This design comes from an exercise in tuning for small area on the open sky130 flow, not from production work. Function was checked by simulation only, so behaviour that the tests miss may differ from the original. Power figures rest on the tool's default switching activity, not on a simulated workload.

<file path="flow/design.v">
module ALU_DESIGN #(parameter DW = 8, CW = 4)(INP_VALID,OPA,OPB,CIN,CLK,RST,CMD,CE,MODE,COUT,OFLOW,RES,G,E,L,ERR);
  input [DW-1:0] OPA,OPB;
  input CLK,RST,CE,MODE,CIN;
  input [CW-1:0] CMD;
  input [1:0] INP_VALID;
  output reg [DW:0] RES;
  output reg COUT;
  output reg OFLOW;
  output reg G;
  output reg E;
  output reg L;
  output reg ERR;
  reg [7:0] A, B;
  reg [3:0] C;
  reg VA, VB;
  reg [4:0] W;
  reg [7:0] T1, T2;
  reg TZ;
  always @(posedge CLK) begin
    if (INP_VALID[0]) A <= OPA;
    if (INP_VALID[1]) B <= OPB;
    if (|INP_VALID) C <= CMD;
    VA <= ~RST & (VA | INP_VALID[0]);
    VB <= ~RST & (VB | INP_VALID[1]);
    if (RST | (|INP_VALID)) W <= 5'd0;
    else if ((VA ^ VB) & ~W[4]) W <= W + 5'd1;
  end
  wire both = VA & VB;
  wire live = ~RST & both;
  wire upd = CE & (RST | both);
  wire [15:0] c;
  genvar k;
  generate for (k = 0; k < 16; k = k + 1) begin : dec
    assign c[k] = (C == k);
  end endgenerate
  wire pa = c[0] | c[1] | c[2] | c[3] | c[4] | c[5] | c[8] | c[9];
  wire pt = c[10];
  wire pone = c[6];
  wire qb = c[0] | c[1] | c[2] | c[3] | c[6] | c[7] | c[8];
  wire qt = c[10];
  wire qinv = c[1] | c[3] | c[5] | c[8] | c[10];
  wire ci = c[1] | (c[2] & CIN) | (c[3] & ~CIN) | c[7] | c[9] | c[10];
  wire [7:0] P = ({8{pa}} & A) | ({8{pt}} & T1) | {8{pone}};
  wire [7:0] Q = (({8{qb}} & B) | ({8{qt}} & T2)) ^ {8{qinv}};
  wire [8:0] cc;
  wire [8:0] S;
  assign cc[0] = ci;
  generate for (k = 0; k < 8; k = k + 1) begin : add
    assign S[k] = P[k] ^ Q[k] ^ cc[k];
    assign cc[k+1] = (P[k] & Q[k]) | (cc[k] & (P[k] ^ Q[k]));
  end endgenerate
  assign S[8] = cc[8] ^ (pone | qinv);
  wire F = &S[7:0];
  wire LT = S[8] & ~(~ci & F);
  wire [8:0] M;
  wire mw1;
  assign mw1 = T1[0] & T2[0];
  wire mw2;
  assign mw2 = T1[0] & T2[1];
  wire mw3;
  assign mw3 = T1[0] & T2[2];
  wire mw4;
  assign mw4 = T1[0] & T2[3];
  wire mw5;
  assign mw5 = T1[0] & T2[4];
  wire mw6;
  assign mw6 = T1[0] & T2[5];
  wire mw7;
  assign mw7 = T1[0] & T2[6];
  wire mw8;
  assign mw8 = T1[0] & T2[7];
  wire mw9;
  assign mw9 = T1[1] & T2[0];
  wire mw10;
  assign mw10 = T1[1] & T2[1];
  wire mw11;
  assign mw11 = T1[1] & T2[2];
  wire mw12;
  assign mw12 = T1[1] & T2[3];
  wire mw13;
  assign mw13 = T1[1] & T2[4];
  wire mw14;
  assign mw14 = T1[1] & T2[5];
  wire mw15;
  assign mw15 = T1[1] & T2[6];
  wire mw16;
  assign mw16 = T1[1] & T2[7];
  wire mw17;
  assign mw17 = T1[2] & T2[0];
  wire mw18;
  assign mw18 = T1[2] & T2[1];
  wire mw19;
  assign mw19 = T1[2] & T2[2];
  wire mw20;
  assign mw20 = T1[2] & T2[3];
  wire mw21;
  assign mw21 = T1[2] & T2[4];
  wire mw22;
  assign mw22 = T1[2] & T2[5];
  wire mw23;
  assign mw23 = T1[2] & T2[6];
  wire mw24;
  assign mw24 = T1[3] & T2[0];
  wire mw25;
  assign mw25 = T1[3] & T2[1];
  wire mw26;
  assign mw26 = T1[3] & T2[2];
  wire mw27;
  assign mw27 = T1[3] & T2[3];
  wire mw28;
  assign mw28 = T1[3] & T2[4];
  wire mw29;
  assign mw29 = T1[3] & T2[5];
  wire mw30;
  assign mw30 = T1[4] & T2[0];
  wire mw31;
  assign mw31 = T1[4] & T2[1];
  wire mw32;
  assign mw32 = T1[4] & T2[2];
  wire mw33;
  assign mw33 = T1[4] & T2[3];
  wire mw34;
  assign mw34 = T1[4] & T2[4];
  wire mw35;
  assign mw35 = T1[5] & T2[0];
  wire mw36;
  assign mw36 = T1[5] & T2[1];
  wire mw37;
  assign mw37 = T1[5] & T2[2];
  wire mw38;
  assign mw38 = T1[5] & T2[3];
  wire mw39;
  assign mw39 = T1[6] & T2[0];
  wire mw40;
  assign mw40 = T1[6] & T2[1];
  wire mw41;
  assign mw41 = T1[6] & T2[2];
  wire mw42;
  assign mw42 = T1[7] & T2[0];
  wire mw43;
  assign mw43 = T1[7] & T2[1];
  wire mw44;
  wire mw45;
  assign mw44 = mw2 ^ mw9;
  assign mw45 = mw2 & mw9;
  wire mw46;
  wire mw47;
  assign mw46 = mw10 ^ mw17 ^ mw3;
  assign mw47 = (mw10 & mw17) | (mw10 & mw3) | (mw17 & mw3);
  wire mw48;
  wire mw49;
  assign mw48 = mw45 ^ mw46;
  assign mw49 = mw45 & mw46;
  wire mw50;
  wire mw51;
  assign mw50 = mw11 ^ mw18 ^ mw24;
  assign mw51 = (mw11 & mw18) | (mw11 & mw24) | (mw18 & mw24);
  wire mw52;
  wire mw53;
  assign mw52 = mw4 ^ mw47 ^ mw50;
  assign mw53 = (mw4 & mw47) | (mw4 & mw50) | (mw47 & mw50);
  wire mw54;
  wire mw55;
  assign mw54 = mw49 ^ mw52;
  assign mw55 = mw49 & mw52;
  wire mw56;
  wire mw57;
  assign mw56 = mw12 ^ mw19 ^ mw25;
  assign mw57 = (mw12 & mw19) | (mw12 & mw25) | (mw19 & mw25);
  wire mw58;
  wire mw59;
  assign mw58 = mw30 ^ mw5 ^ mw51;
  assign mw59 = (mw30 & mw5) | (mw30 & mw51) | (mw5 & mw51);
  wire mw60;
  wire mw61;
  assign mw60 = mw56 ^ mw53 ^ mw58;
  assign mw61 = (mw56 & mw53) | (mw56 & mw58) | (mw53 & mw58);
  wire mw62;
  wire mw63;
  assign mw62 = mw55 ^ mw60;
  assign mw63 = mw55 & mw60;
  wire mw64;
  wire mw65;
  assign mw64 = mw13 ^ mw20 ^ mw26;
  assign mw65 = (mw13 & mw20) | (mw13 & mw26) | (mw20 & mw26);
  wire mw66;
  wire mw67;
  assign mw66 = mw31 ^ mw35 ^ mw6;
  assign mw67 = (mw31 & mw35) | (mw31 & mw6) | (mw35 & mw6);
  wire mw68;
  wire mw69;
  assign mw68 = mw57 ^ mw64 ^ mw66;
  assign mw69 = (mw57 & mw64) | (mw57 & mw66) | (mw64 & mw66);
  wire mw70;
  wire mw71;
  assign mw70 = mw59 ^ mw68 ^ mw61;
  assign mw71 = (mw59 & mw68) | (mw59 & mw61) | (mw68 & mw61);
  wire mw72;
  wire mw73;
  assign mw72 = mw63 ^ mw70;
  assign mw73 = mw63 & mw70;
  wire mw74;
  wire mw75;
  assign mw74 = mw14 ^ mw21 ^ mw27;
  assign mw75 = (mw14 & mw21) | (mw14 & mw27) | (mw21 & mw27);
  wire mw76;
  wire mw77;
  assign mw76 = mw32 ^ mw36 ^ mw39;
  assign mw77 = (mw32 & mw36) | (mw32 & mw39) | (mw36 & mw39);
  wire mw78;
  wire mw79;
  assign mw78 = mw7 ^ mw65 ^ mw67;
  assign mw79 = (mw7 & mw65) | (mw7 & mw67) | (mw65 & mw67);
  wire mw80;
  wire mw81;
  assign mw80 = mw74 ^ mw76 ^ mw69;
  assign mw81 = (mw74 & mw76) | (mw74 & mw69) | (mw76 & mw69);
  wire mw82;
  wire mw83;
  assign mw82 = mw78 ^ mw80 ^ mw71;
  assign mw83 = (mw78 & mw80) | (mw78 & mw71) | (mw80 & mw71);
  wire mw84;
  wire mw85;
  assign mw84 = mw73 ^ mw82;
  assign mw85 = mw73 & mw82;
  wire mw86;
  wire mw87;
  assign mw86 = mw15 ^ mw22 ^ mw28;
  assign mw87 = (mw15 & mw22) | (mw15 & mw28) | (mw22 & mw28);
  wire mw88;
  wire mw89;
  assign mw88 = mw33 ^ mw37 ^ mw40;
  assign mw89 = (mw33 & mw37) | (mw33 & mw40) | (mw37 & mw40);
  wire mw90;
  wire mw91;
  assign mw90 = mw42 ^ mw8 ^ mw75;
  assign mw91 = (mw42 & mw8) | (mw42 & mw75) | (mw8 & mw75);
  wire mw92;
  wire mw93;
  assign mw92 = mw77 ^ mw86 ^ mw88;
  assign mw93 = (mw77 & mw86) | (mw77 & mw88) | (mw86 & mw88);
  wire mw94;
  wire mw95;
  assign mw94 = mw79 ^ mw90 ^ mw92;
  assign mw95 = (mw79 & mw90) | (mw79 & mw92) | (mw90 & mw92);
  wire mw96;
  wire mw97;
  assign mw96 = mw81 ^ mw94 ^ mw83;
  assign mw97 = (mw81 & mw94) | (mw81 & mw83) | (mw94 & mw83);
  wire mw98;
  wire mw99;
  assign mw98 = mw85 ^ mw96;
  assign mw99 = mw85 & mw96;
  wire mw100;
  assign mw100 = mw16 ^ mw23;
  wire mw101;
  assign mw101 = mw29 ^ mw34;
  wire mw102;
  assign mw102 = mw38 ^ mw41;
  wire mw103;
  assign mw103 = mw43 ^ mw100;
  wire mw104;
  assign mw104 = mw101 ^ mw102;
  wire mw105;
  assign mw105 = mw103 ^ mw104;
  wire mw106;
  assign mw106 = mw87 ^ mw89;
  wire mw107;
  assign mw107 = mw105 ^ mw106;
  wire mw108;
  assign mw108 = mw107 ^ mw91;
  wire mw109;
  assign mw109 = mw93 ^ mw108;
  wire mw110;
  assign mw110 = mw109 ^ mw95;
  wire mw111;
  assign mw111 = mw110 ^ mw97;
  wire mw112;
  assign mw112 = mw111 ^ mw99;
  assign M[0] = mw1;
  assign M[1] = mw44;
  assign M[2] = mw48;
  assign M[3] = mw54;
  assign M[4] = mw62;
  assign M[5] = mw72;
  assign M[6] = mw84;
  assign M[7] = mw98;
  assign M[8] = mw112;
  wire m1 = live & MODE;
  wire m0 = live & ~MODE;
  wire [2:0] n = B[2:0];
  wire rr = c[12] | c[13];
  wire r = c[13];
  wire [2:0] amt = {rr & (n[2] ^ (r & (n[1] | n[0]))), rr & (n[1] ^ (r & n[0])), (rr & n[0]) | c[9]};
  wire [7:0] r1 = amt[0] ? {A[6:0], A[7]} : A;
  wire [7:0] r2 = amt[1] ? {r1[5:0], r1[7:6]} : r1;
  wire [7:0] X = amt[2] ? {r2[3:0], r2[7:4]} : r2;
  wire xa = c[8] | c[9] | c[12] | c[13];
  wire [3:0] tt;
  assign tt[3] = c[0] | c[5] | xa;
  assign tt[2] = c[1] | c[4] | c[7] | xa;
  assign tt[1] = c[1] | c[4] | c[6];
  assign tt[0] = c[1] | c[3] | c[5] | c[6] | c[7];
  wire [3:0] t = tt & {4{m0}};
  wire [3:0] t0 = t & {4{~c[9]}};
  wire sB = m0 & (c[10] | c[11]);
  wire land = m0 & c[2] & (|A) & (|B);
  wire [7:0] lg;
  assign lg[0] = (t0[3] & X[0] & B[0]) | (t0[2] & X[0] & ~B[0]) | (t0[1] & ~X[0] & B[0]) | (t0[0] & ~X[0] & ~B[0]) | land;
  generate for (k = 1; k < 8; k = k + 1) begin : lgb
    assign lg[k] = (t[3] & X[k] & B[k]) | (t[2] & X[k] & ~B[k]) | (t[1] & ~X[k] & B[k]) | (t[0] & ~X[k] & ~B[k]) | (sB & B[k-1]);
  end endgenerate
  wire selS = m1 & (c[0] | c[1] | c[2] | c[3] | c[4] | c[5] | c[6] | c[7] | (c[10] & ~TZ));
  wire selM = m1 & c[9] & ~TZ;
  wire [8:0] res_n = ({9{selS}} & S) | ({9{selM}} & M) | {1'b0, lg};
  wire cout_n = m1 & (c[0] | c[2]) & S[8];
  wire oflow_n = m1 & (c[1] | c[3]) & LT;
  wire e_n = m1 & c[8] & F;
  wire g_n = m1 & c[8] & ~S[8];
  wire l_n = m1 & c[8] & LT;
  wire err_n = m0 & c[12] & (|B[7:4]);
  wire late = ~RST & W[4] & ((INP_VALID == 2'b01 & VB) | (INP_VALID == 2'b10 & VA));
  wire tupd = m1 & CE & (c[9] | c[10]);
  always @(posedge CLK) begin
    if (upd) begin
      RES <= res_n;
      COUT <= cout_n;
      OFLOW <= oflow_n;
      G <= g_n;
      E <= e_n;
      L <= l_n;
    end
    if (late) ERR <= 1'b1;
    else if (upd) ERR <= err_n;
    if (tupd) begin
      T1 <= c[9] ? S[7:0] : {A[6:0], 1'b0};
      T2 <= c[9] ? B + 8'd1 : B;
    end
    if (CE & RST) TZ <= 1'b1;
    else if (tupd) TZ <= 1'b0;
  end
endmodule
</file>
<file path="flow/run.sh">
#!/bin/bash
# synth_recipe.tcl (not shown) runs the flow's synth.tcl, then flattens the netlist and writes it again
# the make line also repeats each setting of config.mk as NAME=value (left out here)
make -C /OpenROAD-flow-scripts/flow DESIGN_CONFIG=/design/flow/config.mk WORK_HOME=/design/flow/orfs CLKGATE_MAP_FILE= SYNTH_SCRIPT=/design/flow/synth_recipe.tcl finish
</file>
<file path="flow/config.mk">
export PLATFORM = sky130hd
export DESIGN_NAME = ALU_DESIGN
export DESIGN_NICKNAME = ALU_DESIGN
export VERILOG_FILES = /design/flow/design.v
export SDC_FILE = /design/flow/constraint.sdc
export NUM_CORES = 4
export LEC_CHECK = 0
export CAP_MARGIN = 20
export CORE_MARGIN = 2
export CORE_UTILIZATION = 40
export SLEW_MARGIN = 20
</file>
<file path="flow/constraint.sdc">
create_clock -name core_clock -period 6.0 [get_ports {CLK}]
set_input_delay 1.2000 -clock core_clock [delete_from_list [all_inputs] [get_ports {CLK}]]
set_output_delay 1.2000 -clock core_clock [all_outputs]
set_load 0.01 [all_outputs]
</file>
==> results.txt, run 1 <==
status -> complete, no violations
CTS tree -> yes
drt drc -> 0
VDD IR-drop max -> 0.000185 V
Post-synth EDFFs -> 50
cts hold-fix bufs -> 0
HPWL Detailed -> 10.9 mm
remaining global-route overflow -> 0
Critical Path RT -> 6.09 ns
total CTS buffers -> 9
initial antenna violation count -> 0
Setup CP Type -> in -> reg
commonest cells in the netlist -> nand2_1, edfxtp_1, inv_1
crit path DAT -> 5.92 ns
first-pass GRT wire length -> 22.6 mm
Rel. slew slack -> 35.0%
Lkg Pwr -> 2.33 nW
Synth Cell Area -> 0.00504 mm^2
crit-path max FO -> 3
worst hold path depth -> 2
drt total wl -> 14.1 mm
multi-input logic area -> 0.00310 mm^2
Avg WL per Cell -> 19.0 um
Root Driver -> clkbuf_16
H-Tree Level Count -> 3
Ant. Diodes -> 0
core box area -> 0.0122 mm^2
area share of the largest cell type after synthesis -> 29.8%
fin nets -> 635
GRT Util Overall -> 22.2%
met2 usage -> 33.8%
maxcap violations -> 0
fmax -> 171 MHz
worst min-delay path category -> reg -> reg
First-pass DRT Iterations -> 5
power consumption -> 0.00144 W
Site Rows -> 40
IO buf count -> 41
Startpoint Class -> primary input
filler cell count -> 1126
Avg Cell Area, Syn -> 9.69 um^2
Cell variety after synth -> 62
Syn Nets -> 587
final setup vio count -> 0
CTS Sinks -> 59
crit end category -> flip-flop
clk_skew -> 0.00958 ns
I/O pin cnt -> 42
die width -> 116 um
Via density -> 5.80
number of global-route vias before repair -> 4152
worst skew pair latency -> 0.33 ns
synth warn -> 1
met3 usage -> 5.35%
most common cell in the netlist -> nand2_1
top_reg_cell synth -> edfxtp_1
#FFs+latches synth -> 59
GRT busiest layer -> met2
largest net degree at the start of global routing -> 19
top cell type by total area after synthesis -> edfxtp_1
antenna-violating nets left -> 0
final RePlAce weighted congestion -> 1.02
worst slew pin tran -> 0.969 ns
Layout Cells excl Fill -> 741
Starting Density -> 41.4%
register area -> 0.00168 mm^2
Pwr per Cell Area -> 238 mW/mm^2
Die Y -> 116 um
CTS Buffer Depth -> 2
Area growth, synth to finish -> 20.4%
sequential fraction of the synthesis area -> 33.4%
Clock transition at path regs -> 0.06 ns
layout cells sized above 1 -> 13.8%
Die ar. -> 0.0135 mm^2
synth top area cells -> edfxtp_1, fa_1, nand2_1, xnor2_1, dfxtp_1
Post-Syn Instances -> 520
Vias -> 4295
RSZ-0062 raised after global routing -> false
FFs w/ async S/R, synth -> 0%
Period minus WS final -> 5.84 ns
global routing usage on met1 -> 31.7%
DRT iter0 DRCs -> 368
Placed Cells -> 724
final hold vios -> 0
R2R Setup Slk -> 0.48 ns
Slew Limit Fails -> 0
fin crit share -> 97.3%
Reg2Reg Depth -> 16
==> what timing repair did <==
item                                    CTS  global route
resized for setup                         7             2
setup buffers                             1             0
endpoints found under the setup margin    7             2
pin swaps                                 3             1
hold endpoints to repair                  0             0
==> sequential cells by signal, indices dropped and copies added, names as in the netlist, 4 cells and up <==
signal	flops
T1	8
T2	8
C	4
A	8
W	5
RES	9
B	8
==> logic make-up (layout without fill, tap and decap cells) <==
kind of cell / after synthesis / after routing / synth area share (%)
compound gates: 125 / 125 / 18.1
buf+inv: 62 / 115 / 5.46
flops: 59 / 59 / 33.4
fa+ha+maj: 40 / 40 / 14.3
simple gates: 178 / 178 / 18.1
mux: 28 / 28 / 5.84
xor+xnor: 28 / 28 / 4.87
==> area by class of cell <==
cell class,instances,area share [%]
Tap cell,168,3.46
Clock inverter,6,1.86
Timing Repair Buffer,66,9.84
Inverter,33,2.04
Multi-Input combinational cell,399,51.1
Sequential cell,59,27.7
Clock buffer,10,3.94
==> layer usage <==
layer  up-vias  part of all wire, %
met2       226                   45
li1       1961                    -
met5         -                    0
met1      2078                   44
met3        30                  8.7
met4         0                  2.1
==> layout by cell type, fill, tap and decap left out, types with 11 or more instances in the layout <==
cell type / synthesis / final
fa_1: 29 / 23
xnor2_1: 21 / 21
mux2i_1: 17 / 17
nor3_1: 12 / 12
mux2_2: 11 / 11
a21oi_1: 27 / 27
nand2_1: 62 / 62
o21ai_0: 29 / 28
ha_1: 11 / 11
and2_1: 28 / 28
edfxtp_1: 50 / 50
inv_1: 32 / 32
clkdlybuf4s50_1: 0 / 40
buf_4: 3 / 25
nor2_1: 29 / 29
==> worst max-delay path: stages <==
cell,delay [ns]
dlygate4sd2_1,0.26
or2_2,0.13
a21oi_1,0.06
o21ai_1,0.18
nand2_1,0.11
fa_1,0.43
inv_1,0.09
fa_1,0.17
inv_1,0.06
fa_2,0.40
fa_2,0.41
fa_2,0.40
fa_2,0.41
fa_2,0.40
fa_2,0.51
a221oi_2,0.30
o211ai_1,0.13
mux2_2,0.27
==> metrics by stage <==
stage	utilization [%]	hold slack, ns	instance area [um^2]	TNS (ns)	setup slack (ns)
detailed placement	46.8	0.480	5690	-4.34	-0.765
global route	49.9	0.538	6070	0	0.0192
global placement	46.8	0.489	5690	-3.52	-0.670
floorplan	-	0.463	5040	0	0.0621
CTS	49.8	0.509	6060	0	0.132
finish	49.9	0.501	6070	0	0.163
==> final timing paths <==
kind | endpoint | startpoint
max | RES[7] | CIN
min | ERR | ERR
max reg2reg | RES[7] | C[2]
min reg2reg | ERR | ERR
==> where the power goes <==
part	switching (W)	total, W	internal, W	leakage, nW
sequential	0.0000324	0.000499	0.000467	0.546
clock	0.000193	0.000610	0.000417	0.161
combinational	0.000185	0.000333	0.000148	1.62
total	0.000411	0.00144	0.00103	2.33
==> inputs of run 2 (changes only) <==
--- a/flow/config.mk
+++ b/flow/config.mk
@@ -10,2 +10,6 @@
 export CORE_UTILIZATION = 40
+export CTS_BUF_LIST = sky130_fd_sc_hd__clkbuf_8
+export CTS_CLUSTER_DIAMETER = 200
+export CTS_CLUSTER_SIZE = 30
+export GPL_TIMING_DRIVEN = 0
 export SLEW_MARGIN = 20
==> results.txt, run 2 <==
remaining global-route overflow -> 0
Util after Layout -> 48.8%
Root Driver -> clkbuf_8
max FFs per register -> 9
Met1 Wirelength -> 6.53 mm
crit end category -> flip-flop
met3 routed WL -> 1.14 mm
GRT Util Overall -> 23.1%
Setup CP Type -> in -> reg
Die ar. -> 0.0135 mm^2
status -> complete, no violations
setup_tns -> 0 ns
largest net degree at the start of global routing -> 18
wire length on met2 -> 6.66 mm
worst slew pin tran -> 1.02 ns
Site Rows -> 40
commonest cells in the netlist -> nand2_1, edfxtp_1, inv_1
fin nets -> 643
worst skew pair latency -> 0.36 ns
first-pass GRT wire length -> 23.4 mm
filler cell count -> 1173
Clock transition at path regs -> 0.07 ns
top routing layer in use -> met4
sequential fraction of the synthesis area -> 33.4%
DRT iter0 DRCs -> 450
Post-synth EDFFs -> 50
drt drc -> 0
HPWL Detailed -> 11.3 mm
clk_skew -> 0.0102 ns
Via density -> 5.72
core box area -> 0.0122 mm^2
synth top area cells -> edfxtp_1, fa_1, nand2_1, xnor2_1, dfxtp_1
IO buf count -> 41
most common cell in the netlist -> nand2_1
commonest cells after routing, fill and taps aside -> nand2_1, edfxtp_1, clkdlybuf4s50_1, inv_1, nor2_1
CTS Buffer Depth -> 2
First-pass DRT Iterations -> 5
number of global-route vias before repair -> 4229
Die Y -> 116 um
I/O pin cnt -> 42
layout cells sized above 1 -> 12.4%
top cell type by total area after synthesis -> edfxtp_1
Post-Syn Instances -> 520
area share of the largest cell type after synthesis -> 29.8%
register with the most flip-flops -> RES
Startpoint Class -> primary input
Period minus WS final -> 5.83 ns
initial antenna violation count -> 0
antenna-violating nets left -> 0
Synth Cell Area -> 0.00504 mm^2
FFs w/ async S/R, synth -> 0%
RSZ-0062 raised after global routing -> false
crit-path max FO -> 2
drt total wl -> 14.7 mm
maxcap violations -> 0
#FFs+latches synth -> 59
synth warn -> 1
fmax -> 172 MHz
final setup vio count -> 0
Area growth, synth to finish -> 17.8%
final RePlAce weighted congestion -> 0.992
Avg WL per Cell -> 19.6 um
total CTS buffers -> 9
Syn Nets -> 587
fin crit share -> 97.2%
Ant. Diodes -> 0
VDD IR-drop max -> 0.000148 V
die width -> 116 um
Slew Limit Fails -> 0
top_reg_cell synth -> edfxtp_1
Rel. slew slack -> 31.8%
CTS Sinks -> 59
Vias -> 4282
Avg Cell Area, Syn -> 9.69 um^2
Lkg Pwr -> 2.28 nW
worst min-delay path category -> reg -> reg
H-Tree Level Count -> 3
Pwr per Cell Area -> 208 mW/mm^2
Starting Density -> 41.4%
crit path DAT -> 5.93 ns
final hold vios -> 0
CTS tree -> yes
commonest non-fill, non-tap cell in the layout -> nand2_1
Cell variety after synth -> 62
Critical Path RT -> 6.10 ns
==> run 2: layout make-up <==
| cell class | count | area (um^2) | area share [%] |
|---|---|---|---|
| clock inverter | 7 | 87.6 | 1.48 |
| sequential | 59 | 1680 | 28.3 |
| inverter | 33 | 124 | 2.09 |
| timing repair buffer | 45 | 439 | 7.40 |
| multi-input combinational | 399 | 3120 | 52.5 |
| clock buffer | 9 | 124 | 2.09 |
| tap | 168 | 210 | 3.54 |
| buffer | 29 | 155 | 2.61 |
==> run 2: logic make-up (layout without fill, tap and decap cells) <==
family,count (synthesis),after routing,synth area share (%)
adders and majority gates,40,40,14.3
buffers and inverters,62,123,5.46
muxes,28,28,5.84
and+or+nand+nor,178,178,18.1
AOI/OAI and AO/OA,125,125,18.1
xor gates and xnor gates,28,28,4.87
DFF,59,59,33.4
==> run 2: final timing paths <==
kind,start,end,slack [ns],cells after the start
max,CIN,RES[7],0.17,18
min,VA,VA,0.51,2
max reg2reg,C[1],RES[7],0.22,19
min reg2reg,VA,VA,0.51,2
==> run 2: layer usage <==
layer / GRT usage, % / vias to the layer above
met5: 0 / -
met4: 6.98 / 0
met3: 4.57 / 33
met2: 36.3 / 212
met1: 32.4 / 2061
li1: - / 1976
==> run 2: timing repair <==
action,CTS,global route
gates resized for setup,9,6
endpoints found under the setup margin,8,4
hold buffers,0,0
pin swaps,6,4
buffers inserted,3,1
==> run 2: per-stage QoR <==
step	setup slack [ns]	power (W)	hold WS, ns	std cells	cell area, um^2
2_1_floorplan	0.0621	0.000710	0.463	520	5040
3_3_place_gp	-1.03	0.000818	0.481	729	5660
3_5_place_dp	-0.977	0.000819	0.503	729	5660
4_1_cts	0.00494	0.00123	0.512	748	5910
5_1_grt	0.00275	0.00129	0.534	749	5940
6_report	0.169	0.00123	0.509	749	5940
==> run 2: power by group <==
part           switching, W  total, W  internal, W
Sequential        0.0000150  0.000480     0.000465
Combinational      0.000211  0.000356     0.000146
Clock              0.000168  0.000398     0.000230
Total              0.000393   0.00123     0.000841
==> run 2: critical path: stages <==
cell           delay (ns)
dlygate4sd2_1        0.26
or2_2                0.13
a21oi_1              0.07
o21ai_2              0.19
nand2_2              0.09
fa_1                 0.42
inv_1                0.09
fa_1                 0.17
inv_1                0.06
fa_2                 0.41
fa_2                 0.40
fa_2                 0.37
fa_2                 0.40
fa_2                 0.39
fa_1                 0.48
a221oi_2             0.36
o211ai_1             0.15
mux2_2               0.28
==> inputs of run 3 (changes only) <==
--- a/flow/config.mk
+++ b/flow/config.mk
@@ -7,9 +7,9 @@
 export LEC_CHECK = 0
-export CAP_MARGIN = 20
+export CAP_MARGIN = 0
 export CORE_MARGIN = 2
 export CORE_UTILIZATION = 40
-export CTS_BUF_LIST = sky130_fd_sc_hd__clkbuf_8
+export CTS_BUF_LIST = sky130_fd_sc_hd__clkbuf_4
 export CTS_CLUSTER_DIAMETER = 200
-export CTS_CLUSTER_SIZE = 30
+export CTS_CLUSTER_SIZE = 16
 export GPL_TIMING_DRIVEN = 0
-export SLEW_MARGIN = 20
+export SLEW_MARGIN = 0
==> results.txt, run 3 <==
status -> complete, no violations
Syn Nets -> 587
Avg Cell Area, Syn -> 9.69 um^2
filler cell count -> 1182
commonest cells after routing, fill and taps aside -> nand2_1, edfxtp_1, clkdlybuf4s50_1, inv_1, nor2_1
First-pass DRT Iterations -> 5
commonest non-fill, non-tap cell in the layout -> nand2_1
first-pass GRT wire length -> 23.4 mm
CTS Sinks -> 59
final hold vios -> 0
Pint -> 0.000796 W
synth top area cells -> edfxtp_1, fa_1, nand2_1, xnor2_1, dfxtp_1
largest net degree at the start of global routing -> 18
fin worst setup slack -> 0.143 ns
drt total wl -> 14.6 mm
max FFs per register -> 9
sw frac -> 32.5%
fin crit share -> 97.6%
slowest cell on the critical path -> fa_1
Sw Pwr -> 0.000382 W
Via density -> 5.73
I/O pin cnt -> 42
Critical Path RT -> 6.17 ns
total CTS buffers -> 9
crit-path max FO -> 2
commonest cells in the netlist -> nand2_1, edfxtp_1, inv_1
drt drc -> 0
Vias -> 4295
Synth Cell Area -> 0.00504 mm^2
crit path from -> CIN
die width -> 116 um
Post-Syn Instances -> 520
synth warn -> 1
final RePlAce weighted congestion -> 0.992
CTS Buffer Depth -> 2
Lkg Pwr -> 2.26 nW
Setup CP Type -> in -> reg
Avg WL per Cell -> 19.4 um
Period minus WS final -> 5.86 ns
clk_skew -> 0.0197 ns
RR Endpoint -> RES[7]
register with the most flip-flops -> RES
Stages on worst setup path -> 18
GRT Util Overall -> 22.9%
Reg2Reg Depth -> 19
H-Tree Level Count -> 3
initial antenna violation count -> 0
Die Y -> 116 um
Site Rows -> 40
DRT iter0 DRCs -> 433
worst min-delay path category -> reg -> reg
crit path DAT -> 6.03 ns
Comb power frac -> 30.3%
Cell variety after synth -> 62
fin nets -> 644
worst skew pair latency -> 0.43 ns
#FFs+latches synth -> 59
remaining global-route overflow -> 0
worst r2r src -> C[1]
maxcap violations -> 0
area share of the largest cell type after synthesis -> 29.8%
CP endpoint -> RES[7]
antenna-violating nets left -> 0
Slew Limit Fails -> 0
Area growth, synth to finish -> 17.1%
slowest stage delay, CP -> 0.53 ns
IO buf count -> 41
cts hold-fix bufs -> 0
most common cell in the netlist -> nand2_1
worst-path cell chain -> dlygate4sd2_1 -> or2_2 -> a21oi_1 -> o21ai_2 -> nand2_1 -> fa_1 -> inv_1 -> fa_1 -> inv_1 -> fa_2 -> fa_2 -> fa_2 -> fa_2 -> fa_2 -> fa_1 -> a221oi_2 -> o211ai_1 -> mux2_2
CTS tree -> yes
Starting Density -> 41.4%
register area -> 0.00168 mm^2
number of global-route vias before repair -> 4205
Clock Power Share -> 29.0%
fin area -> 0.00590 mm^2
Pwr per Cell Area -> 200 mW/mm^2
Startpoint Class -> primary input
DP Worst Slack -> -0.977 ns
CP bufs+invs -> 3
Root Driver -> clkbuf_4
worst slew pin tran -> 1.01 ns
Placement Cell Area -> 0.00566 mm^2
most frequent CP cell -> fa_2
Die ar. -> 0.0135 mm^2
multi-input logic area -> 0.00311 mm^2
sequential fraction of the synthesis area -> 33.4%
crit end category -> flip-flop
Post-synth EDFFs -> 50
Clock transition at path regs -> 0.10 ns
top_reg_cell synth -> edfxtp_1
RSZ-0062 raised after global routing -> false
Rel. slew slack -> 32.1%
core box area -> 0.0122 mm^2
top cell type by total area after synthesis -> edfxtp_1
Ant. Diodes -> 0
R2R Setup Slk -> 0.25 ns
final setup vio count -> 0
CP top delay family -> adder cells
Sequential Power Share -> 40.7%
VDD IR-drop max -> 0.000130 V
fmax -> 171 MHz
FFs w/ async S/R, synth -> 0%
HPWL Detailed -> 11.3 mm
layout cells sized above 1 -> 12.9%
==> run 3: cell counts after synthesis <==
No cell type changed its count.
==> run 3: worst reg2reg max path: stages, from the launching register on <==
cell	delay, ns
edfxtp_1	0.41
buf_2	0.24
buf_2	0.27
nor2_1	0.11
a21o_1	0.28
nand2_1	0.11
o21ai_0	0.10
fa_1	0.36
inv_1	0.09
fa_1	0.17
inv_1	0.06
fa_2	0.41
fa_2	0.41
fa_2	0.37
fa_2	0.41
fa_2	0.40
fa_1	0.53
a221oi_2	0.36
o211ai_1	0.15
mux2_2	0.29
==> run 3: logic make-up after synthesis <==
kind of cell | count (synthesis) | share of synthesized area, %
AND/OR/NAND/NOR | 178 | 18.1
AO/OA/AOI/OAI | 125 | 18.1
buffers and inverters | 62 | 5.46
flip-flops | 59 | 33.4
adder cells (fa/ha/maj) | 40 | 14.3
XOR/XNOR | 28 | 4.87
multiplexers | 28 | 5.84
==> run 3: final cells by class <==
cell class | count | area share, %
inverters | 33 | 2.10
well taps | 168 | 3.56
plain buffers | 29 | 2.67
clock inverters | 4 | 1.29
repair buffers | 46 | 7.57
multi-input cells | 399 | 52.8
flip-flops and latches | 59 | 28.5
clock buffers | 12 | 1.53
==> run 3: repair_timing <==
item,in CTS,in global routing
resized for setup,10,6
endpoints found under the setup margin,7,3
setup buffers,3,2
pin swaps,6,2
==> run 3: per-layer routing <==
| layer | wire length [um] | track usage, % | vias to the layer above |
|---|---|---|---|
| met5 | 0 | 0 | - |
| met4 | 301 | 5.56 | 0 |
| met3 | 1230 | 5.03 | 40 |
| met2 | 6620 | 36.3 | 226 |
| met1 | 6410 | 32.2 | 2054 |
| li1 | - | - | 1975 |
==> run 3: worst min-delay path by stage <==
stage               start  end  slack, ns  depth (start not counted)
floorplan              VB   VB       0.46                          2
global placement       VB   VB       0.48                          2
detailed placement    ERR  ERR       0.50                          2
CTS                    VA   VA       0.52                          2
global route           VA   VA       0.54                          2
finish                 VA   VA       0.52                          2
==> run 3: metrics by stage <==
step	hold slack (ns)	TNS (ns)	total power, W	cells	util, %
5_1_grt	0.540	0	0.00123	750	48.5
6_report	0.515	0	0.00118	750	48.5
2_1_floorplan	0.463	0	0.000710	520	-
3_3_place_gp	0.481	-6.07	0.000818	729	46.5
4_1_cts	0.517	0	0.00117	748	48.3
3_5_place_dp	0.503	-5.46	0.000819	729	46.5
==> run 3: power groups by stage <==
stage / Sequential, W / Combinational [W] / Clock [W]
after floorplan: 0.000485 / 0.000225 / 0
after global placement: 0.000489 / 0.000329 / 0
after detailed placement: 0.000490 / 0.000329 / 0
after CTS: 0.000480 / 0.000344 / 0.000348
after global routing: 0.000481 / 0.000386 / 0.000368
final: 0.000480 / 0.000357 / 0.000341
==> inputs of run 4 (changes only) <==
--- a/flow/config.mk
+++ b/flow/config.mk
@@ -10,5 +10,5 @@
 export CORE_UTILIZATION = 40
-export CTS_BUF_LIST = sky130_fd_sc_hd__clkbuf_4
-export CTS_CLUSTER_DIAMETER = 200
-export CTS_CLUSTER_SIZE = 16
+export CTS_BUF_LIST = sky130_fd_sc_hd__clkbuf_16
+export CTS_CLUSTER_DIAMETER = 500
+export CTS_CLUSTER_SIZE = 100
 export GPL_TIMING_DRIVEN = 0
==> results.txt, run 4 <==
mux share of post-synthesis cell area -> 5.84%
top routing layer in use -> met4
layout cells sized above 1 -> 12.4%
GRT Util Overall -> 23.2%
Via density -> 5.68
core box area -> 0.0122 mm^2
Placement Cell Area -> 0.00566 mm^2
Synth Area in Simple Gates -> 18.1%
Critical Path RT -> 6.08 ns
Site Rows -> 40
fin worst setup slack -> 0.200 ns
VDD IR-drop max -> 0.000196 V
max FFs per register -> 9
Rel. slew slack -> 29.4%
CTS Sinks -> 59
Starting Density -> 41.4%
commonest cells after routing, fill and taps aside -> nand2_1, edfxtp_1, clkdlybuf4s50_1, inv_1, nor2_1
status -> complete, no violations
die width -> 116 um
area share of the largest cell type after synthesis -> 29.8%
initial antenna violation count -> 0
met3 routed WL -> 1.08 mm
#FFs+latches synth -> 59
commonest cells in the netlist -> nand2_1, edfxtp_1, inv_1
fin crit share -> 96.7%
Period minus WS final -> 5.80 ns
largest family of logic cells by synthesized area -> compound AO/OA/AOI/OAI gates
Post-synth EDFFs -> 50
clk_skew -> 0.00830 ns
I/O pin cnt -> 42
Met1 Wirelength -> 6.61 mm
Setup CP Type -> in -> reg
Pwr per Cell Area -> 224 mW/mm^2
sequential fraction of the synthesis area -> 33.4%
worst slew pin tran -> 1.05 ns
largest net degree at the start of global routing -> 18
Placed Cells -> 729
Avg Cell Area, Syn -> 9.69 um^2
adder-cell area share of the yosys netlist -> 14.3%
fin nets -> 643
Vias -> 4252
Cell variety after synth -> 62
CTS tree -> yes
Util after Layout -> 49.6%
Area growth, synth to finish -> 19.6%
Ant. Diodes -> 0
final RePlAce weighted congestion -> 0.992
worst skew pair latency -> 0.34 ns
fin area -> 0.00603 mm^2
Startpoint Class -> primary input
RSZ-0062 raised after global routing -> false
First-pass DRT Iterations -> 5
first-pass GRT wire length -> 23.4 mm
number of global-route vias before repair -> 4240
total CTS buffers -> 9
Avg WL per Cell -> 19.5 um
maxcap violations -> 0
Synth Cell Area -> 0.00504 mm^2
IO buf count -> 41
drt total wl -> 14.6 mm
crit path DAT -> 5.88 ns
filler cell count -> 1164
Post-Synth XOR/XNOR Area -> 4.87%
DP Worst Slack -> -0.977 ns
register with the most flip-flops -> RES
Slew Limit Fails -> 0
HPWL Detailed -> 11.3 mm
Clock transition at path regs -> 0.05 ns
remaining global-route overflow -> 0
synth top area cells -> edfxtp_1, fa_1, nand2_1, xnor2_1, dfxtp_1
crit end category -> flip-flop
synth warn -> 1
top_reg_cell synth -> edfxtp_1
Lkg Pwr -> 2.32 nW
crit-path max FO -> 2
final hold vios -> 0
register area -> 0.00168 mm^2
fmax -> 172 MHz
antenna-violating nets left -> 0
multi-input logic area -> 0.00312 mm^2
Root Driver -> clkbuf_16
DRT iter0 DRCs -> 388
top cell type by total area after synthesis -> edfxtp_1
final setup vio count -> 0
Post-Syn Instances -> 520
most common cell in the netlist -> nand2_1
Die ar. -> 0.0135 mm^2
Die Y -> 116 um
CTS Buffer Depth -> 2
drt drc -> 0
wire length on met2 -> 6.62 mm
worst min-delay path category -> reg -> reg
Synth Area in Compound Gates -> 18.1%
FFs w/ async S/R, synth -> 0%
Syn Nets -> 587
H-Tree Level Count -> 3
commonest non-fill, non-tap cell in the layout -> nand2_1
Layout Cells excl Fill -> 749
-- run 4: cell types whose count changed in the layout (fill, tap and decap cells not counted), sizes merged --
cell | previous run | this run
inv | 32 | 35
buf | 20 | 18
bufinv | 2 | 0
-- run 4: path summary, 6_finish.rpt --
check,start,end,cells past startpoint,slack (ns)
setup reg to reg,C[1],RES[7],19,0.29
setup / recovery,CIN,RES[7],18,0.20
hold / removal,VA,VA,2,0.51
hold reg to reg,VA,VA,2,0.51
-- run 4: metal layers --
metal | global-route usage, % | up-vias
met5 | 0 | -
met4 | 7.30 | 0
met3 | 5.03 | 26
met2 | 36.2 | 191
met1 | 32.4 | 2062
li1 | - | 1973
-- run 4: what timing repair did --
action,4_1_cts,5_1_grt
buffers inserted,3,1
hold buffers,0,0
gates resized for setup,9,6
pin swaps,6,7
endpoints found under the setup margin,8,4
-- run 4: logic make-up after synthesis --
| group | after synthesis |
|---|---|
| simple gates | 178 |
| compound gates | 125 |
| buf+inv | 62 |
| flops | 59 |
| fa+ha+maj | 40 |
| xor+xnor | 28 |
| mux | 28 |
-- run 4: layout make-up --
| cell class | instances | share of cell area (%) |
|---|---|---|
| multi-input combinational | 399 | 51.7 |
| sequential | 59 | 27.9 |
| timing repair buffer | 45 | 7.29 |
| clock buffer | 11 | 4.57 |
| tap | 168 | 3.49 |
| buffer | 29 | 2.57 |
| inverter | 33 | 2.05 |
| clock inverter | 5 | 0.457 |
-- run 4: report_power, final --
group	switching (W)	leakage, nW	internal [W]
logic	0.000210	1.62	0.000146
clock network	0.000188	0.156	0.000326
registers	0.0000149	0.546	0.000466
-- run 4: metrics by stage --
stage / TNS (ns) / power, W / hold slack, ns
detailed placement: -5.46 / 0.000819 / 0.503
global placement: -6.07 / 0.000818 / 0.481
CTS: 0 / 0.00135 / 0.509
global route: 0 / 0.00141 / 0.531
finish: 0 / 0.00135 / 0.507
floorplan: 0 / 0.000710 / 0.463
-- run 4: critical path: stages --
cell,delay (ns)
dlygate4sd2_1,0.26
or2_2,0.13
a21oi_1,0.07
o21ai_2,0.20
nand2_2,0.09
fa_1,0.42
inv_1,0.09
fa_1,0.17
inv_1,0.06
fa_2,0.40
fa_2,0.36
fa_2,0.40
fa_2,0.36
fa_2,0.40
fa_1,0.49
a221oi_2,0.36
o211ai_1,0.15
mux2_2,0.29
==> inputs of run 5 (changes only) <==
--- a/flow/config.mk
+++ b/flow/config.mk
@@ -10,5 +10,5 @@
 export CORE_UTILIZATION = 40
-export CTS_BUF_LIST = sky130_fd_sc_hd__clkbuf_16
+export CTS_BUF_LIST = sky130_fd_sc_hd__clkbuf_8
 export CTS_CLUSTER_DIAMETER = 500
-export CTS_CLUSTER_SIZE = 100
+export CTS_CLUSTER_SIZE = 64
 export GPL_TIMING_DRIVEN = 0
==> results.txt, run 5 <==
status -> complete, no violations
Placed Cells -> 729
remaining global-route overflow -> 0
Die Y -> 116 um
top cell type by total area after synthesis -> edfxtp_1
sequential fraction of the synthesis area -> 33.4%
Cell variety after synth -> 62
CP top delay family -> adder cells
Startpoint Class -> primary input
crit end category -> flip-flop
core box area -> 0.0122 mm^2
CTS Buffer Depth -> 2
commonest non-fill, non-tap cell in the layout -> nand2_1
VDD IR-drop max -> 0.000148 V
RSZ-0062 raised after global routing -> false
global routing usage on met1 -> 32.4%
crit path DAT -> 5.93 ns
HPWL Detailed -> 11.3 mm
drt total wl -> 14.7 mm
number of global-route vias before repair -> 4229
met3 usage -> 4.57%
DRT iter0 DRCs -> 450
max FFs per register -> 9
fmax -> 172 MHz
DP Worst Slack -> -0.977 ns
IO buf count -> 41
worst slew pin tran -> 1.02 ns
CTS tree -> yes
Post-Syn Instances -> 520
slowest stage delay, CP -> 0.48 ns
most frequent CP cell -> fa_2
layout cells sized above 1 -> 12.4%
min-delay src -> VA
Die ar. -> 0.0135 mm^2
final hold vios -> 0
I/O pin cnt -> 42
fin worst setup slack -> 0.169 ns
Site Rows -> 40
Starting Density -> 41.4%
top_reg_cell synth -> edfxtp_1
die width -> 116 um
Root Driver -> clkbuf_8
worst min-delay path category -> reg -> reg
Lkg Pwr -> 2.28 nW
synth warn -> 1
Avg Cell Area, Syn -> 9.69 um^2
GRT Util Overall -> 23.1%
Slew Limit Fails -> 0
Critical Path RT -> 6.10 ns
commonest cells after routing, fill and taps aside -> nand2_1, edfxtp_1, clkdlybuf4s50_1, inv_1, nor2_1
Rel. slew slack -> 31.8%
fin nets -> 643
power consumption -> 0.00123 W
worst-path cell chain -> dlygate4sd2_1 -> or2_2 -> a21oi_1 -> o21ai_2 -> nand2_2 -> fa_1 -> inv_1 -> fa_1 -> inv_1 -> fa_2 -> fa_2 -> fa_2 -> fa_2 -> fa_2 -> fa_1 -> a221oi_2 -> o211ai_1 -> mux2_2
final setup vio count -> 0
register with the most flip-flops -> RES
area share of the largest cell type after synthesis -> 29.8%
Pwr per Cell Area -> 208 mW/mm^2
initial antenna violation count -> 0
FFs w/ async S/R, synth -> 0%
largest net degree at the start of global routing -> 18
Area growth, synth to finish -> 17.8%
CP bufs+invs -> 3
Via density -> 5.72
H-Tree Level Count -> 3
crit path from -> CIN
Clock transition at path regs -> 0.07 ns
cts hold-fix bufs -> 0
worst r2r src -> C[1]
crit-path max FO -> 2
total CTS buffers -> 9
first-pass GRT wire length -> 23.4 mm
fin crit share -> 97.2%
Ant. Diodes -> 0
maxcap violations -> 0
antenna-violating nets left -> 0
most common cell in the netlist -> nand2_1
GRT busiest layer -> met2
Synth Cell Area -> 0.00504 mm^2
First-pass DRT Iterations -> 5
Layout Cells excl Fill -> 749
commonest cells in the netlist -> nand2_1, edfxtp_1, inv_1
synth top area cells -> edfxtp_1, fa_1, nand2_1, xnor2_1, dfxtp_1
worst skew pair latency -> 0.36 ns
CTS Sinks -> 59
drt drc -> 0
#FFs+latches synth -> 59
slowest cell on the critical path -> fa_1
clk_skew -> 0.0102 ns
Setup CP Type -> in -> reg
final RePlAce weighted congestion -> 0.992
met2 usage -> 36.3%
Syn Nets -> 587
Vias -> 4282
Post-synth EDFFs -> 50
Period minus WS final -> 5.83 ns
Avg WL per Cell -> 19.6 um
## run 5: metal layers
| metal | part of all wire, % | wire length, um | vias up |
|---|---|---|---|
| met5 | 0 | 0 | - |
| met4 | 2.4 | 356 | 0 |
| met3 | 7.8 | 1140 | 33 |
| met2 | 45 | 6660 | 212 |
| met1 | 44 | 6530 | 2061 |
| li1 | - | - | 1976 |
## run 5: worst paths after layout
check,end,slack [ns],depth (start not counted)
setup / recovery,RES[7],0.17,18
hold / removal,VA,0.51,2
setup reg to reg,RES[7],0.22,19
hold reg to reg,VA,0.51,2
## run 5: timing repair
item | 4_1_cts | 5_1_grt
setup buffers | 3 | 1
resized for setup | 9 | 6
endpoints found under the setup margin | 8 | 4
hold endpoints to repair | 0 | 0
pin swaps | 6 | 4
## run 5: cell families (layout without fill, tap and decap cells)
family / count (synthesis) / after routing / synth area share (%)
adder cells (fa/ha/maj): 40 / 40 / 14.3
AND/OR/NAND/NOR: 178 / 178 / 18.1
XOR/XNOR: 28 / 28 / 4.87
buffers and inverters: 62 / 123 / 5.46
AO/OA/AOI/OAI: 125 / 125 / 18.1
multiplexers: 28 / 28 / 5.84
flip-flops: 59 / 59 / 33.4
## run 5: cell type report
cell class | count | area, um^2
Tap cell | 168 | 210
Inverter | 33 | 124
Clock inverter | 7 | 87.6
Fill cell | 1173 | 6220
Timing Repair Buffer | 45 | 439
Multi-Input combinational cell | 399 | 3120
Sequential cell | 59 | 1680
Buffer | 29 | 155
Clock buffer | 9 | 124
## run 5: stage by stage
stage | area, um^2 | setup TNS [ns] | hold WS [ns] | util [%]
after detailed placement | 5660 | -5.46 | 0.503 | 46.5
after CTS | 5910 | 0 | 0.512 | 48.6
final | 5940 | 0 | 0.509 | 48.8
after global placement | 5660 | -6.07 | 0.481 | 46.5
after global routing | 5940 | 0 | 0.534 | 48.8
after floorplan | 5040 | 0 | 0.463 | -
## run 5: worst register-to-register path: cells and delay by family, from the launching register on
| family | cells | cell delay [ns] |
|---|---|---|
| adder cells (fa/ha/maj) | 8 | 2.99 |
| AO/OA/AOI/OAI | 4 | 0.89 |
| buffers and inverters | 4 | 0.69 |
| flip-flops | 1 | 0.45 |
| multiplexers | 1 | 0.29 |
| AND/OR/NAND/NOR | 2 | 0.23 |
## run 5: where the power goes
part	internal [W]	switching, W	total, W
sequential	0.000465	0.0000150	0.000480
combinational	0.000146	0.000211	0.000356
clock	0.000230	0.000168	0.000398
total	0.000841	0.000393	0.00123
==> inputs of run 6 (changes only) <==
==> flow/flow/run.sh (new file) <==
#!/bin/bash
# Own layout flow: the standard flow (standard.sh) with three changes.
#  1. Synthesis is the standard flow's own script (synth_recipe.tcl, so the registers and their names are the
#     standard synthesis's), except that ABC's technology mapping uses flow/area.abc, an
#     area-oriented script, instead of ORFS's delay-oriented one.
#  2. Port buffers are sky130_fd_sc_hd__buf_1 instead of the resizer's default pick.
#  3. CTS uses clkbuf_4 only and inserts no dummy loads.
# Every tool's output goes to logs in this folder (make.log, def.log) and to ORFS's own logs
# under orfs/logs/.
set -euo pipefail
W=$(pwd)
F=$W/flow

cat > "$W/own_synth.tcl" <<EOT
proc abc {args} {
  set i [lsearch -exact \$args -script]
  if {\$i >= 0} { lset args [expr {\$i + 1}] $F/area.abc }
  yosys abc {*}\$args
}
source $W/synth_recipe.tcl
EOT

bash "$W/standard.sh" \
  SYNTH_SCRIPT="$W/own_synth.tcl" \
  BUFFER_PORTS_ARGS="-buffer_cell sky130_fd_sc_hd__buf_1" \
  CTS_ARGS="-sink_clustering_enable -repair_clock_nets -dont_use_dummy_load -buf_list sky130_fd_sc_hd__clkbuf_4" \
  finish > "$W/make.log" 2>&1
==> flow/flow/area.abc (new file) <==
strash
dch
map -a
topo
stime -c
==> flow/standard.sh (new file) <==
#!/bin/bash
# synth_recipe.tcl (not shown) runs the flow's synth.tcl, then flattens the netlist and writes it again
# the make line also repeats each setting of config.mk as NAME=value (left out here)
make -C /OpenROAD-flow-scripts/flow DESIGN_CONFIG=/design/flow/config.mk WORK_HOME=/design/flow/orfs CLKGATE_MAP_FILE= SYNTH_SCRIPT=/design/flow/synth_recipe.tcl "${@:-finish}"
--- a/flow/config.mk
+++ b/flow/config.mk
@@ -10,5 +10,2 @@
 export CORE_UTILIZATION = 40
-export CTS_BUF_LIST = sky130_fd_sc_hd__clkbuf_8
-export CTS_CLUSTER_DIAMETER = 500
-export CTS_CLUSTER_SIZE = 64
 export GPL_TIMING_DRIVEN = 0
removed: flow/run.sh
==> results.txt, run 6 <==
status -> complete, no violations
commonest cells after routing, fill and taps aside -> clkinv_1, nand2_1, nor2_1, edfxtp_1, buf_1
CP bufs+invs -> 4
First-pass DRT Iterations -> 5
Placed Cells -> 702
number of global-route vias before repair -> 3781
Avg Cell Area, Syn -> 8.53 um^2
most common cell in the netlist -> clkinv_1
CTS Sinks -> 59
Area growth, synth to finish -> 15.9%
crit path DAT -> 5.87 ns
Die ar. -> 0.0119 mm^2
Post-synth EDFFs -> 50
top_reg_cell synth -> edfxtp_1
Pwr per Cell Area -> 198 mW/mm^2
CTS tree -> yes
worst-path cell chain -> buf_1 -> nor3_1 -> a211oi_2 -> nand4_1 -> fa_1 -> clkinv_1 -> fa_1 -> clkinv_1 -> fa_2 -> fa_2 -> fa_2 -> fa_2 -> fa_1 -> fa_1 -> inv_2 -> nor4_2 -> nand4_1 -> nor2_2 -> nor3_1
setup_tns -> 0 ns
drt total wl -> 12.4 mm
DP Worst Slack -> -0.620 ns
HPWL Detailed -> 9.60 mm
layout cells sized above 1 -> 11.3%
RSZ-0062 raised after global routing -> false
Startpoint Class -> primary input
FFs w/ async S/R, synth -> 0%
Syn Nets -> 587
Lkg Pwr -> 1.74 nW
top cell type by total area after synthesis -> edfxtp_1
Vias -> 4004
crit-path max FO -> 2
maxcap violations -> 0
DRT iter0 DRCs -> 338
commonest non-fill, non-tap cell in the layout -> clkinv_1
clk_skew -> 0.0254 ns
Synth Cell Area -> 0.00444 mm^2
worst slew pin tran -> 1.34 ns
Period minus WS final -> 5.73 ns
R2R Setup Slk -> 0.29 ns
synth top area cells -> edfxtp_1, fa_1, clkinv_1, nor2_1, nand2_1
Starting Density -> 40.9%
commonest cells in the netlist -> clkinv_1, nor2_1, nand2_1, edfxtp_1, o21ai_0
H-Tree Level Count -> 3
antenna-violating nets left -> 0
I/O pin cnt -> 42
core box area -> 0.0108 mm^2
Ant. Diodes -> 0
Rel. slew slack -> 9.86%
Cell variety after synth -> 25
die width -> 109 um
area share of the largest cell type after synthesis -> 33.9%
cts hold-fix bufs -> 0
first-pass GRT wire length -> 19.3 mm
fin crit share -> 95.5%
slowest cell on the critical path -> fa_1
Layout Cells excl Fill -> 731
fmax -> 174 MHz
VDD IR-drop max -> 0.000128 V
synth warn -> 1
register with the most flip-flops -> RES
max FFs per register -> 9
Setup CP Type -> in -> reg
Avg WL per Cell -> 17.0 um
Root Driver -> clkbuf_4
total CTS buffers -> 9
drt drc -> 0
CTS Buffer Depth -> 2
hold slack -> 0.476 ns
GRT Util Overall -> 21.8%
Die Y -> 109 um
IO buf count -> 41
CP top delay family -> adder cells
Clock transition at path regs -> 0.08 ns
slowest stage delay, CP -> 0.56 ns
#FFs+latches synth -> 59
Util after Layout -> 47.4%
remaining global-route overflow -> 0
largest net degree at the start of global routing -> 27
Via density -> 5.48
fin worst setup slack -> 0.269 ns
initial antenna violation count -> 0
sequential fraction of the synthesis area -> 37.9%
Critical Path RT -> 6.14 ns
Post-Syn Instances -> 520
final setup vio count -> 0
Site Rows -> 38
worst min-delay path category -> reg -> reg
fin nets -> 660
Slew Limit Fails -> 0
final RePlAce weighted congestion -> 0.971
crit end category -> flip-flop
final hold vios -> 0
worst skew pair latency -> 0.41 ns
run 6: power by group:
group          switching [W]  internal, W
Clock               0.000135    0.0000697
Combinational       0.000212     0.000120
Sequential         0.0000149     0.000465
run 6: worst register-to-register path, cell delays in order (launching register included):
cell	delay [ns]
edfxtp_1	0.46
buf_4	0.18
nor2_4	0.12
clkinv_1	0.14
nor2_4	0.17
nor3_4	0.07
o22ai_2	0.10
xor2_1	0.11
fa_1	0.40
clkinv_1	0.09
fa_1	0.18
clkinv_1	0.09
fa_2	0.40
fa_2	0.40
fa_2	0.41
fa_2	0.41
fa_1	0.45
fa_1	0.56
inv_2	0.06
nor4_2	0.24
nand4_1	0.20
nor2_2	0.16
nor3_1	0.07
run 6: kinds of logic (layout without fill, tap and decap cells):
group,Yosys count,count (layout),synth area share [%]
and+or+nand+nor,181,181,17.0
AOI/OAI and AO/OA,111,111,15.0
buffers and inverters,103,174,8.72
DFF,59,59,37.9
adders and majority gates,40,40,16.2
xor gates and xnor gates,26,26,5.13
run 6: layout make-up:
| cell class | count | area, um^2 |
|---|---|---|
| clock buffers | 9 | 67.6 |
| fillers | 1067 | 5700 |
| inverters | 103 | 398 |
| multi-input cells | 358 | 2500 |
| flip-flops and latches | 59 | 1680 |
| well taps | 140 | 175 |
| repair buffers | 62 | 315 |
run 6: final timing paths:
| path | from | endpoint | cells after the start |
|---|---|---|---|
| worst max-delay path | CIN | L | 19 |
| worst min-delay path | VB | VB | 2 |
| worst max register to register | C[0] | L | 22 |
| worst min register to register | VB | VB | 2 |
run 6: routing by layer:
metal	share of wire, %	track usage [%]	vias to the layer above	wire length [um]
met5	0	0	-	0
met4	3.7	9.22	0	460
met3	6.9	5.10	36	862
met2	46	35.2	156	5770
met1	43	28.3	1900	5340
li1	-	-	1912	-
run 6: per-stage QoR:
step / cell area, um^2 / total power (W)
floorplan: 4440 / 0.000679
global placement: 4760 / 0.000761
detailed placement: 4780 / 0.000766
CTS: 4970 / 0.000987
global route: 5140 / 0.00108
finish: 5140 / 0.00102
run 6: what timing repair did:
item                       4_1_cts  5_1_grt
buffers inserted                 7       13
cloned                           0        0
pin swaps                        4        9
resized for setup               19       24
setup endpoints to repair        8        7
==> inputs of run 7 (changes only) <==
--- a/flow/design.v
+++ b/flow/design.v
@@ -290,24 +290,21 @@
   wire m0 = live & ~MODE;
-  wire [2:0] n = B[2:0];
-  wire rr = c[12] | c[13];
-  wire r = c[13];
-  wire [2:0] amt = {rr & (n[2] ^ (r & (n[1] | n[0]))), rr & (n[1] ^ (r & n[0])), (rr & n[0]) | c[9]};
-  wire [7:0] r1 = amt[0] ? {A[6:0], A[7]} : A;
-  wire [7:0] r2 = amt[1] ? {r1[5:0], r1[7:6]} : r1;
-  wire [7:0] X = amt[2] ? {r2[3:0], r2[7:4]} : r2;
   wire xa = c[8] | c[9] | c[12] | c[13];
+  wire cb = c[10] | c[11];
+  wire sh = c[9] | cb;
   wire [3:0] tt;
-  assign tt[3] = c[0] | c[5] | xa;
+  assign tt[3] = c[0] | c[5] | xa | cb;
   assign tt[2] = c[1] | c[4] | c[7] | xa;
-  assign tt[1] = c[1] | c[4] | c[6];
+  assign tt[1] = c[1] | c[4] | c[6] | cb;
   assign tt[0] = c[1] | c[3] | c[5] | c[6] | c[7];
   wire [3:0] t = tt & {4{m0}};
-  wire [3:0] t0 = t & {4{~c[9]}};
-  wire sB = m0 & (c[10] | c[11]);
+  wire [7:0] Y = ({8{t[3]}} & A & B) | ({8{t[2]}} & A & ~B) | ({8{t[1]}} & ~A & B) | ({8{t[0]}} & ~A & ~B);
+  wire [2:0] n = B[2:0];
+  wire rr = c[12] | c[13];
+  wire r = c[13];
+  wire [2:0] amt = {rr & (n[2] ^ (r & (n[1] | n[0]))), rr & (n[1] ^ (r & n[0])), (rr & n[0]) | sh};
+  wire [7:0] r1 = amt[0] ? {Y[6:0], Y[7]} : Y;
+  wire [7:0] r2 = amt[1] ? {r1[5:0], r1[7:6]} : r1;
+  wire [7:0] X = amt[2] ? {r2[3:0], r2[7:4]} : r2;
   wire land = m0 & c[2] & (|A) & (|B);
-  wire [7:0] lg;
-  assign lg[0] = (t0[3] & X[0] & B[0]) | (t0[2] & X[0] & ~B[0]) | (t0[1] & ~X[0] & B[0]) | (t0[0] & ~X[0] & ~B[0]) | land;
-  generate for (k = 1; k < 8; k = k + 1) begin : lgb
-    assign lg[k] = (t[3] & X[k] & B[k]) | (t[2] & X[k] & ~B[k]) | (t[1] & ~X[k] & B[k]) | (t[0] & ~X[k] & ~B[k]) | (sB & B[k-1]);
-  end endgenerate
+  wire [7:0] lg = {X[7:1], (X[0] & ~sh) | land};
   wire selS = m1 & (c[0] | c[1] | c[2] | c[3] | c[4] | c[5] | c[6] | c[7] | (c[10] & ~TZ));
==> flow/flow/area.abc (replaced) <==
strash
balance
rewrite
refactor
balance
rewrite
rewrite -z
balance
refactor -z
rewrite -z
balance
dch -f
amap
topo
==> results.txt, run 7 <==
Area growth, synth to finish -> 14.8%
synth top area cells -> edfxtp_1, fa_1, nor2_1, clkinv_1, o22ai_1
core box area -> 0.0103 mm^2
Pwr per Cell Area -> 203 mW/mm^2
largest net degree at the start of global routing -> 18
fin nets -> 596
crit end category -> flip-flop
slowest cell on the critical path -> fa_2
Post-Syn Instances -> 464
Period minus WS final -> 5.75 ns
Util after Layout -> 47.0%
RSZ-0062 raised after global routing -> false
total CTS buffers -> 9
Setup CP Type -> reg -> reg
CTS Buffer Depth -> 2
filler cell count -> 1011
worst-path cell chain -> clkinv_1 -> nand2_2 -> nor2_2 -> a211oi_4 -> o22ai_2 -> nand2_1 -> o21ai_2 -> fa_2 -> fa_2 -> clkinv_1 -> fa_2 -> fa_2 -> fa_1 -> fa_2 -> fa_2 -> fa_2 -> nand2_1 -> or4_4 -> o21ai_2 -> nor3_1
Syn Nets -> 531
slowest stage delay, CP -> 0.63 ns
I/O pin cnt -> 42
Vias -> 3780
Startpoint Class -> flip-flop
CP bufs+invs -> 2
Layout Cells excl Fill -> 663
register with the most flip-flops -> RES
#FFs+latches synth -> 59
Lkg Pwr -> 1.61 nW
antenna-violating nets left -> 0
first-pass GRT wire length -> 18.2 mm
VDD IR-drop max -> 0.000112 V
crit path DAT -> 5.93 ns
most common cell in the netlist -> nor2_1
register area -> 0.00168 mm^2
crit-path max FO -> 5
final setup vio count -> 0
worst slew pin tran -> 1.14 ns
number of global-route vias before repair -> 3501
maxcap violations -> 0
Post-synth EDFFs -> 50
fin crit share -> 95.9%
Avg WL per Cell -> 17.3 um
CP top delay family -> adder cells
First-pass DRT Iterations -> 7
Die ar. -> 0.0114 mm^2
drt drc -> 0
final RePlAce weighted congestion -> 0.985
worst min-delay path category -> reg -> reg
drt total wl -> 11.4 mm
Placed Cells -> 642
GRT Util Overall -> 20.9%
multi-input logic area -> 0.00237 mm^2
IO buf count -> 41
commonest cells in the netlist -> nor2_1, clkinv_1, edfxtp_1, a21oi_1, nand2_1
worst skew pair latency -> 0.41 ns
synth warn -> 1
Root Driver -> clkbuf_4
CTS tree -> yes
initial antenna violation count -> 0
area share of the largest cell type after synthesis -> 35.7%
commonest cells after routing, fill and taps aside -> nor2_1, clkinv_1, edfxtp_1, buf_1
most frequent CP cell -> fa_2
sequential fraction of the synthesis area -> 39.9%
status -> complete, no violations
Cell variety after synth -> 34
Clock transition at path regs -> 0.10 ns
top_reg_cell synth -> edfxtp_1
Slew Limit Fails -> 0
Critical Path RT -> 6.18 ns
top cell type by total area after synthesis -> edfxtp_1
clk_skew -> 0.0340 ns
remaining global-route overflow -> 0
CTS Sinks -> 59
Starting Density -> 41.0%
H-Tree Level Count -> 3
Synth Cell Area -> 0.00421 mm^2
fmax -> 174 MHz
Avg Cell Area, Syn -> 9.08 um^2
HPWL Detailed -> 8.81 mm
max FFs per register -> 9
Site Rows -> 37
Rel. slew slack -> 23.5%
final hold vios -> 0
layout cells sized above 1 -> 10.1%
die width -> 107 um
Ant. Diodes -> 0
DRT iter0 DRCs -> 413
commonest non-fill, non-tap cell in the layout -> nor2_1
FFs w/ async S/R, synth -> 0%
Via density -> 5.70
Die Y -> 107 um
## run 7: changes by cell type after synthesis, moves of 14 or more
cell,previous run,this run
nand2_1,65,36
nor2_1,68,82
o21ai_0,39,18
nor3_1,24,9
clkinv_1,103,77
xor2_1,20,1
## run 7: worst paths after layout
check                           from    to  slack (ns)  cells past startpoint
worst max-delay path            C[2]     L        0.25                     20
worst min-delay path            W[3]  W[3]        0.47                      2
worst min register to register  W[3]  W[3]        0.47                      2
worst max register to register  C[2]     L        0.25                     20
## run 7: power breakdown
part           internal, W  switching (W)
clock            0.0000695       0.000130
sequential        0.000469      0.0000161
combinational     0.000113       0.000183
total             0.000651       0.000329
## run 7: kinds of logic (layout without fill, tap and decap cells)
family,Yosys count,after routing,share of synthesized area (%)
buffers and inverters,77,140,6.86
xor gates and xnor gates,1,1,0.208
and+or+nand+nor,149,149,14.6
AOI/OAI and AO/OA,138,138,21.4
adders and majority gates,40,40,17.1
DFF,59,59,39.9
## run 7: routing by layer
layer	GRT usage, %	up-vias	wire length (um)
met2	33.2	158	5380
met1	28.8	1788	4970
met4	5.66	0	212
met5	0	-	0
li1	-	1811	-
met3	4.92	23	887
## run 7: final cells by class
class | instances | area share [%]
inverters | 77 | 6.11
repair buffers | 54 | 5.20
flip-flops and latches | 59 | 34.8
multi-input cells | 328 | 49.0
well taps | 136 | 3.52
clock buffers | 9 | 1.40
## run 7: metrics by stage
step	area (um^2)	TNS [ns]	worst slack (ns)	hold WS, ns	power (W)
floorplan	4210	0	0.00947	0.430	0.000663
detailed placement	4550	-3.29	-0.839	0.458	0.000744
finish	4830	0	0.248	0.469	0.000980
CTS	4760	0	0.0254	0.474	0.000964
global route	4830	0	0.0450	0.506	0.00104
global placement	4540	-2.66	-0.781	0.448	0.000739
## run 7: worst min-delay path, delay by kind of cell (launching register included)
family                 cells  cell delay (ns)
AO/OA/AOI/OAI              1             0.06
buffers and inverters      1             0.05
flip-flops                 1             0.32
## run 7: repair_timing
item	4_1_cts	5_1_grt
endpoints found under the hold margin	0	0
pin swaps	5	2
hold buffers	0	0
resized for setup	24	15
setup buffers	9	3
gates cloned	0	0
setup endpoints to repair	8	3

static timing again, ports no longer ideal:
How much do the figures lean on ideal ports? The routed layouts below were timed once more, with nothing changed but the port constraints. Step 1 (the two cells are an assumption about what drives the block):
set clk [get_ports {CLK}]
set_driving_cell -lib_cell sky130_fd_sc_hd__clkbuf_16 $clk
set_driving_cell -lib_cell sky130_fd_sc_hd__buf_2 [delete_from_list [all_inputs] $clk]
Step 2 adds t to the input delays and takes it off the output delays; t is the mean of the earliest and latest rising clock arrival at the registers after step 1. Input paths then give back, and output paths get back, about the clock's delay inside the block. Slacks: ideal ports / drivers / drivers and shift; pairs: ideal ports / drivers.
| run | shift t [ns] | setup slack, ns | slew at the worst register clock pin (ns) | cell pins on the clock port's net |
|---|---|---|---|---|
| run 1 | 0.365 | 0.163 / 0.179 / -0.186 | 0.06 / 0.06 | 1 |
| run 2 | 0.385 | 0.169 / 0.183 / -0.202 | 0.07 / 0.07 | 1 |
| run 3 | 0.452 | 0.143 / 0.154 / -0.298 | 0.12 / 0.12 | 1 |
| run 4 | 0.376 | 0.200 / 0.218 / -0.157 | 0.06 / 0.06 | 1 |
| run 5 | 0.385 | 0.169 / 0.183 / -0.202 | 0.07 / 0.07 | 1 |
| run 6 | 0.426 | 0.269 / 0.277 / -0.149 | 0.11 / 0.11 | 1 |
| run 7 | 0.425 | 0.248 / 0.248 / -0.027 | 0.10 / 0.10 | 1 |
Met with ideal ports but missed after step 2: setup timing in every run listed. For run 3, which loses most, drivers alone change the setup slack by +0.011 ns; drivers and shift together by -0.441 ns.
